Background: an optimization exercise with open tools, aiming at small area. Do not read the settings as production practice.
Only simulation tests tie the RTL to the original design; equivalence was not proved.
No activity file was given, so power comes from the tool's default toggle rates.

## flow/config.mk

```make
export PLATFORM = sky130hd
export DESIGN_NAME = poly_fir_stage1
export DESIGN_NICKNAME = poly_fir_stage1
export VERILOG_FILES = /design/flow/design.v
export SDC_FILE = /design/flow/constraint.sdc
export NUM_CORES = 8
export LEC_CHECK = 0
export CAP_MARGIN = 20
export CORE_MARGIN = 2
export CORE_UTILIZATION = 40
export SLEW_MARGIN = 20
```

## flow/constraint.sdc

```tcl
create_clock -name core_clock -period 10.0 [get_ports {clk}]
set_input_delay 2.0000 -clock core_clock [delete_from_list [all_inputs] [get_ports {clk}]]
set_output_delay 2.0000 -clock core_clock [all_outputs]
set_load 0.01 [all_outputs]
```

## flow/design.v

```verilog
module poly_fir_stage1 #(
    parameter int DECIMATION_FACTOR = 9,
    parameter int TAP_LEN          = 63,    
    parameter int DATA_WIDTH       = 16,
    parameter int COEF_WIDTH       = 16,
    parameter int BUF_LEN          = 64    
    )(
    input  logic                          clk,
    input  logic                          rst,
    input  logic                          din_valid,
    output logic                          dout_valid,
    input  logic signed [DATA_WIDTH-1:0]  din,
    output logic signed [DATA_WIDTH-1:0]  dout
    );
    function automatic logic signed [COEF_WIDTH-1:0] fir_coef(input logic [6:0] idx);
        case (idx)
            7'd0: fir_coef = 16'd2;
            7'd1: fir_coef = 16'd4;
            7'd2: fir_coef = 16'd8;
            7'd3: fir_coef = 16'd13;
            7'd4: fir_coef = 16'd21;
            7'd5: fir_coef = 16'd31;
            7'd6: fir_coef = 16'd44;
            7'd7: fir_coef = 16'd61;
            7'd8: fir_coef = 16'd82;
            7'd9: fir_coef = 16'd108;
            7'd10: fir_coef = 16'd139;
            7'd11: fir_coef = 16'd176;
            7'd12: fir_coef = 16'd218;
            7'd13: fir_coef = 16'd266;
            7'd14: fir_coef = 16'd320;
            7'd15: fir_coef = 16'd379;
            7'd16: fir_coef = 16'd444;
            7'd17: fir_coef = 16'd513;
            7'd18: fir_coef = 16'd585;
            7'd19: fir_coef = 16'd661;
            7'd20: fir_coef = 16'd738;
            7'd21: fir_coef = 16'd815;
            7'd22: fir_coef = 16'd891;
            7'd23: fir_coef = 16'd964;
            7'd24: fir_coef = 16'd1033;
            7'd25: fir_coef = 16'd1096;
            7'd26: fir_coef = 16'd1153;
            7'd27: fir_coef = 16'd1201;
            7'd28: fir_coef = 16'd1239;
            7'd29: fir_coef = 16'd1268;
            7'd30: fir_coef = 16'd1285;
            7'd31: fir_coef = 16'd1291;
            7'd32: fir_coef = 16'd1285;
            7'd33: fir_coef = 16'd1268;
            7'd34: fir_coef = 16'd1239;
            7'd35: fir_coef = 16'd1201;
            7'd36: fir_coef = 16'd1153;
            7'd37: fir_coef = 16'd1096;
            7'd38: fir_coef = 16'd1033;
            7'd39: fir_coef = 16'd964;
            7'd40: fir_coef = 16'd891;
            7'd41: fir_coef = 16'd815;
            7'd42: fir_coef = 16'd738;
            7'd43: fir_coef = 16'd661;
            7'd44: fir_coef = 16'd585;
            7'd45: fir_coef = 16'd513;
            7'd46: fir_coef = 16'd444;
            7'd47: fir_coef = 16'd379;
            7'd48: fir_coef = 16'd320;
            7'd49: fir_coef = 16'd266;
            7'd50: fir_coef = 16'd218;
            7'd51: fir_coef = 16'd176;
            7'd52: fir_coef = 16'd139;
            7'd53: fir_coef = 16'd108;
            7'd54: fir_coef = 16'd82;
            7'd55: fir_coef = 16'd61;
            7'd56: fir_coef = 16'd44;
            7'd57: fir_coef = 16'd31;
            7'd58: fir_coef = 16'd21;
            7'd59: fir_coef = 16'd13;
            7'd60: fir_coef = 16'd8;
            7'd61: fir_coef = 16'd4;
            7'd62: fir_coef = 16'd2;
            default: fir_coef = '0;
        endcase
    endfunction
    localparam int AW = $clog2(BUF_LEN);
    localparam int acc_width = (DATA_WIDTH + COEF_WIDTH) + $clog2(TAP_LEN);
    localparam signed [DATA_WIDTH-1:0] MAX_VAL = (1 <<< (DATA_WIDTH-1)) - 1;
    localparam signed [DATA_WIDTH-1:0] MIN_VAL = -(1 <<< (DATA_WIDTH-1));
    (* ramstyle = "M9K, no_rw_check" *)
    logic signed [DATA_WIDTH-1:0] sram [0:BUF_LEN-1];
    logic [AW-1:0] wr_ptr;   
    always_ff @(posedge clk) begin : WR_PORT
        if (rst) begin
            wr_ptr <= '0;
        end else if (din_valid) begin
            sram[wr_ptr] <= din;
            wr_ptr <= (wr_ptr == BUF_LEN-1) ? '0 : (wr_ptr + 1);
        end
    end
    logic [$clog2(DECIMATION_FACTOR)-1:0] phase_cnt;
    always_ff @(posedge clk) begin
        if (rst) phase_cnt <= '0;
        else if (din_valid) phase_cnt <= (phase_cnt == DECIMATION_FACTOR-1) ? '0 : (phase_cnt + 1);
    end
    wire base_trigger = (din_valid && (phase_cnt == DECIMATION_FACTOR-1));
    typedef enum logic [1:0] {IDLE, BUSY, DONE} st_t;
    st_t st;
    logic [AW-1:0] rd_addr;
    logic signed [DATA_WIDTH-1:0] sample_q;
    always_ff @(posedge clk) begin
        sample_q <= sram[rd_addr];  
    end
    logic [6:0]    tap_idx;            
    logic [6:0]    tap_done;           
    logic          have_prev;          
    logic signed [acc_width-1:0] acc_total;
    logic signed [DATA_WIDTH-1:0] dout_reg;
    assign dout = dout_reg;
    always_ff @(posedge clk) begin
        if (rst) begin
            st          <= IDLE;
            dout_valid  <= 1'b0;
            dout_reg    <= '0;
            rd_addr     <= '0;
            tap_idx     <= '0;
            tap_done    <= '0;
            have_prev   <= 1'b0;
            acc_total   <= '0;
        end else begin
            dout_valid <= 1'b0;  
            unique case (st)
                IDLE: begin
                    if (base_trigger) begin
                        rd_addr   <= wr_ptr;
                        tap_idx   <= 7'd0;    
                        tap_done  <= 7'd0;
                        have_prev <= 1'b0;    
                        acc_total <= '0;
                        st <= BUSY;
                    end
                end
                BUSY: begin
                    if (have_prev) begin
                        acc_total <= acc_total+(sample_q*(* multstyle = "dsp" *)fir_coef(tap_idx));
                        tap_idx  <= tap_idx + 1;
                        tap_done <= tap_done + 1;
                    end
                    rd_addr   <= (rd_addr == 0) ? (BUF_LEN-1) : (rd_addr - 1);
                    have_prev <= 1'b1;
                    if (have_prev && (tap_done == TAP_LEN-1)) begin
                        st       <= DONE;
                        have_prev<= 1'b0;  
                    end
                end
                DONE: begin
                    logic signed [acc_width-1:0] scaled;
                    logic signed [DATA_WIDTH-1:0] saturated;
                    scaled = acc_total >>> 15;
                    if      (scaled >  MAX_VAL) saturated = MAX_VAL;
                    else if (scaled <  MIN_VAL) saturated = MIN_VAL;
                    else                        saturated = scaled[DATA_WIDTH-1:0];
                    dout_reg   <= saturated;
                    dout_valid <= 1'b1;
                    st         <= IDLE;
                end
                default: st <= IDLE;
            endcase
        end
    end
endmodule
```

## flow/run.sh

```bash
#!/bin/bash
# synth_recipe.tcl (not shown) runs the flow's synth.tcl, then flattens the netlist and writes it again
# the make line also repeats each setting of config.mk as NAME=value (left out here)
make -C /OpenROAD-flow-scripts/flow DESIGN_CONFIG=/design/flow/config.mk WORK_HOME=/design/flow/orfs CLKGATE_MAP_FILE= SYNTH_SCRIPT=/design/flow/synth_recipe.tcl finish
```

==> results.txt <==
## worst max-delay path by stage
stage               endpoint  slack [ns]  depth (start not counted)
2_1_floorplan  acc_total[35]        3.21                         24
3_3_place_gp   acc_total[35]        2.35                         22
3_5_place_dp   acc_total[35]        2.10                         22
4_1_cts        acc_total[35]        2.09                         22
5_1_grt        acc_total[33]        1.40                         22
6_report       acc_total[35]        2.09                         22
## worst max-delay path: cells and delay by family, from the launching register on
family,cells,cell delay (ns)
AND/OR/NAND/NOR,4,1.72
adder cells (fa/ha/maj),7,3.91
flip-flops,1,0.46
AO/OA/AOI/OAI,5,0.98
XOR/XNOR,1,0.17
buffers and inverters,5,0.56
## stage by stage
step / hold slack [ns] / utilization / std cells
2_1_floorplan: 0.4250 / - / 3413
3_3_place_gp: 0.4393 / 0.4202 / 5136
3_5_place_dp: 0.4442 / 0.4202 / 5136
4_1_cts: 0.4535 / 0.4497 / 5353
5_1_grt: 0.4682 / 0.4501 / 5355
6_report: 0.4494 / 0.4501 / 5355
## routing by layer
layer,vias up,share of wire
li1,12720,-
met1,15020,0.43
met2,732,0.49
met3,210,0.049
met4,10,0.030
met5,-,0.00045
## power by group
| part | total (mW) | internal, mW | switching (mW) | leakage [nW] |
|---|---|---|---|---|
| logic | 0.193 | 0.0473 | 0.146 | 8.89 |
| registers | 5.21 | 5.19 | 0.0168 | 10.1 |
| clock network | 4.51 | 2.63 | 1.88 | 1.95 |
| total | 9.91 | 7.87 | 2.04 | 21.0 |
## logic make-up (layout without fill, tap and decap cells)
group | Yosys count | after routing | synth area share
AOI/OAI and AO/OA | 365 | 365 | 0.04276
DFF | 1139 | 1139 | 0.6095
muxes | 357 | 357 | 0.1340
buffers and inverters | 572 | 733 | 0.04151
adders and majority gates | 343 | 343 | 0.1101
xor gates and xnor gates | 55 | 55 | 0.008884
and+or+nand+nor | 582 | 582 | 0.05321
## final cells by class
class / instances / area, um2 / area share
clock buffers: 136 / 3065 / 0.05047
repair buffers: 117 / 918.4 / 0.01512
clock inverters: 81 / 922.1 / 0.01518
well taps: 1781 / 2228 / 0.03669
inverters: 399 / 1498 / 0.02466
flip-flops and latches: 1139 / 33060 / 0.5443
multi-input cells: 1702 / 19050 / 0.3136
## placed cells by master (no fill, tap or decap), types with 22 or more instances in the layout
cell type  instances
o21ai_0           86
edfxtp_1        1024
a22oi_1           22
nand3_1           41
a21oi_1          117
mux2i_1           51
ha_1             117
nor2_2            35
mux4_2           294
buf_4             80
clkbuf_16        119
xnor2_1           35
clkinv_2          25
fa_1             224
nor2_1           112
and2_1           123
clkinv_1          24
dfxtp_1          111
nand2_1          160
inv_1            394
==> flow_summary_export.csv <==
group,metric,value,unit
die,die_width,372.2,um
setup_path,crit_required,10.59,ns
clock_network,clockBufferDepth,3,
min_path,hold_end,"acc_total[3]",
sta,setup_violations,0,
clock_network,cts_tree,"built",
setup_path,cp-startpoint,"tap_idx[6]",
logic_synthesis,synth_ff_type,"edfxtp_1",
sta,clock-skew-final,0.07978,ns
clock_network,ctsResizeCount,0,
logic_synthesis,syn_area,54220,um2
finish,drive_gt1_frac,0.1830,
routing,drt_iter0_markers,2594,
finish,top_regs,"sram x1024, acc_total x38",
logic_synthesis,synth.largest_area_cell,"edfxtp_1",
sta,fmax,0.1264,GHz
global_routing,gr-usage-met1,0.2546,
logic_synthesis,synth_edf_count,1024,
global_routing,overflow,0,
setup_path,reg2reg_to,"acc_total[35]",
outcome,status,"complete, no violations",
logic_synthesis,async_flop_share,0,
min_path,min_path_cells,2,
clock_network,cts-root-buf,"clkbuf_16",
finish,regMostFlops,"sram",
die,dieArea,138500,um2
clock_network,numClockSinks,1139,
logic_synthesis,synth_top_area_share,0.5671,
finish,nFillCells,11680,
setup_path,r2r_start,"tap_idx[6]",
global_routing,grtUsageMet2,0.3059,
routing,num_vias,28690,
finish,num-nets-final,3835,
logic_synthesis,ys_ff_latch,1139,
global_routing,grt_pass1_wl,190800,um
global_routing,antenna_found_initial,6,
setup_path,reg2regPathDepth,22,
power,p_leak,20.98,nW
min_path,holdCritPathClass,"register to register",
global_routing,grt_start_max_net_pins,140,
power,power,9.913,mW
clock_network,h-tree-depth,3,
global_routing,grt_use_total,0.1858,
die,rows,135,
setup_path,slowest_stage,"nor2b_1",
finish,num_antenna_cells,0,
logic_synthesis,synth_top_cells_by_count,"1,024 x edfxtp_1, 394 x inv_1, 294 x mux4_2",
setup_path,cp-end-kind,"register",
sta,slew_violations,0,
logic_synthesis,syn_nets,3773,
routing,drc,0,
logic_synthesis,yosysSeqAreaShare,0.6095,
placed_design,post-place-ws,2.099,ns
die,io_pins,36,
logic_synthesis,synth.most_common_cell,"edfxtp_1",
sta,slew_headroom,0.2464,
placed_design,portBuffers,35,
job,drv_cap,0,
routing,antenna_left,0,
setup_path,path_class,"register to register",
sta,setup_tns,0,ns
setup_path,cp.arrival,8.50,ns
power,power.density,163.2,nW/um2
clock_network,cts.reportedPaths.clkPinSlew,0.06,ns
logic_synthesis,ys_warn_count,1,
setup_path,cp_cell_sequence,"nor2b_1 > nand2_1 > fa_1 > inv_1 > fa_1 > inv_1 > fa_1 > inv_1 > ha_1 > inv_1 > fa_1 > fa_1 > inv_1 > ha_1 > a21oi_1 > nand2_1 > o21bai_1 > or4_1 > o21ai_1 > o311ai_1 > xnor2_1 > o21ai_1",
power,ir_drop,0.1884,mV
clock_network,numCtsBuffers,116,
placed_design,dpl.hpwl,78700,um
finish,syn_to_final_growth,12.02,%
clock_network,post_cts_buffers,0,
global_routing,grt-busiest-layer,"met2",
clock_network,ctsHoldBuffers,0,
die,die_y,372.2,um
placed_design,place_area,56710,um2
setup_path,start_kind,"register",
global_routing,grt_pass1_vias,29220,
min_path,worstHoldStart,"acc_total[3]",
die,initial_core_util,0.4018,
sta,worst_slack,2.088,ns
setup_path,r2r_slack,2.09,ns
die,coreArea,135000,um2
sta,tightest_slew,1.128,ns
global_routing,grtUsageMet3,0.02914,
logic_synthesis,synth_area_leaders,"edfxtp_1 57%, mux4_2 12%, fa_1 8.3%",
routing,drt_wl_total,126600,um
sta,post-route-period-util,0.7912,
setup_path,cp_max_fo,16,
logic_synthesis,synth_cell_types,79,
setup_path,slowest_delay,0.84,ns
sta,hold_viol,0,
routing,viasPerCell,5.357,
finish,stdcell_area,60740,um2
sta,rsz0062_at_grt,"false",
logic_synthesis,synthCells,3413,
sta,min_period,7.912,ns
finish,largest_reg_flops,1024,
routing,drt-wirelength-per-cell,23.63,um
clock_network,clk_latency,0.75,ns
logic_synthesis,synth.avg_cell_area,15.89,um2
placed_design,gp_congestion,0.8328,
routing,drt_pass1_iterations,6,

==> separate check: timing with driven ports <==
The flow's constraints put no driver on any port. The routed layout listed below was extracted and timed again, unchanged, in two steps.
Step 1 (the two cells are an assumption about what drives the block):
set clk [get_ports {clk}]
set_driving_cell -lib_cell sky130_fd_sc_hd__clkbuf_16 $clk
set_driving_cell -lib_cell sky130_fd_sc_hd__buf_2 [delete_from_list [all_inputs] $clk]
Step 2 times the ports against the registers' clock, not the clock port: input delays grow and output delays shrink by t, the midpoint of the rising clock arrivals with the driver on.
Slacks: no drivers / after step 1 / after step 2; pairs: no drivers / after step 1.
shift t [ns]: 0.784
slack for setup (ns): 2.088 / 2.088 / 2.088
worst setup path after step 2: register to register
pins driven straight from the clock port: 1
After both steps setup and hold are still met in this run. For this run, drivers alone change the setup slack by 0.000 ns; drivers and shift together by 0.000 ns.
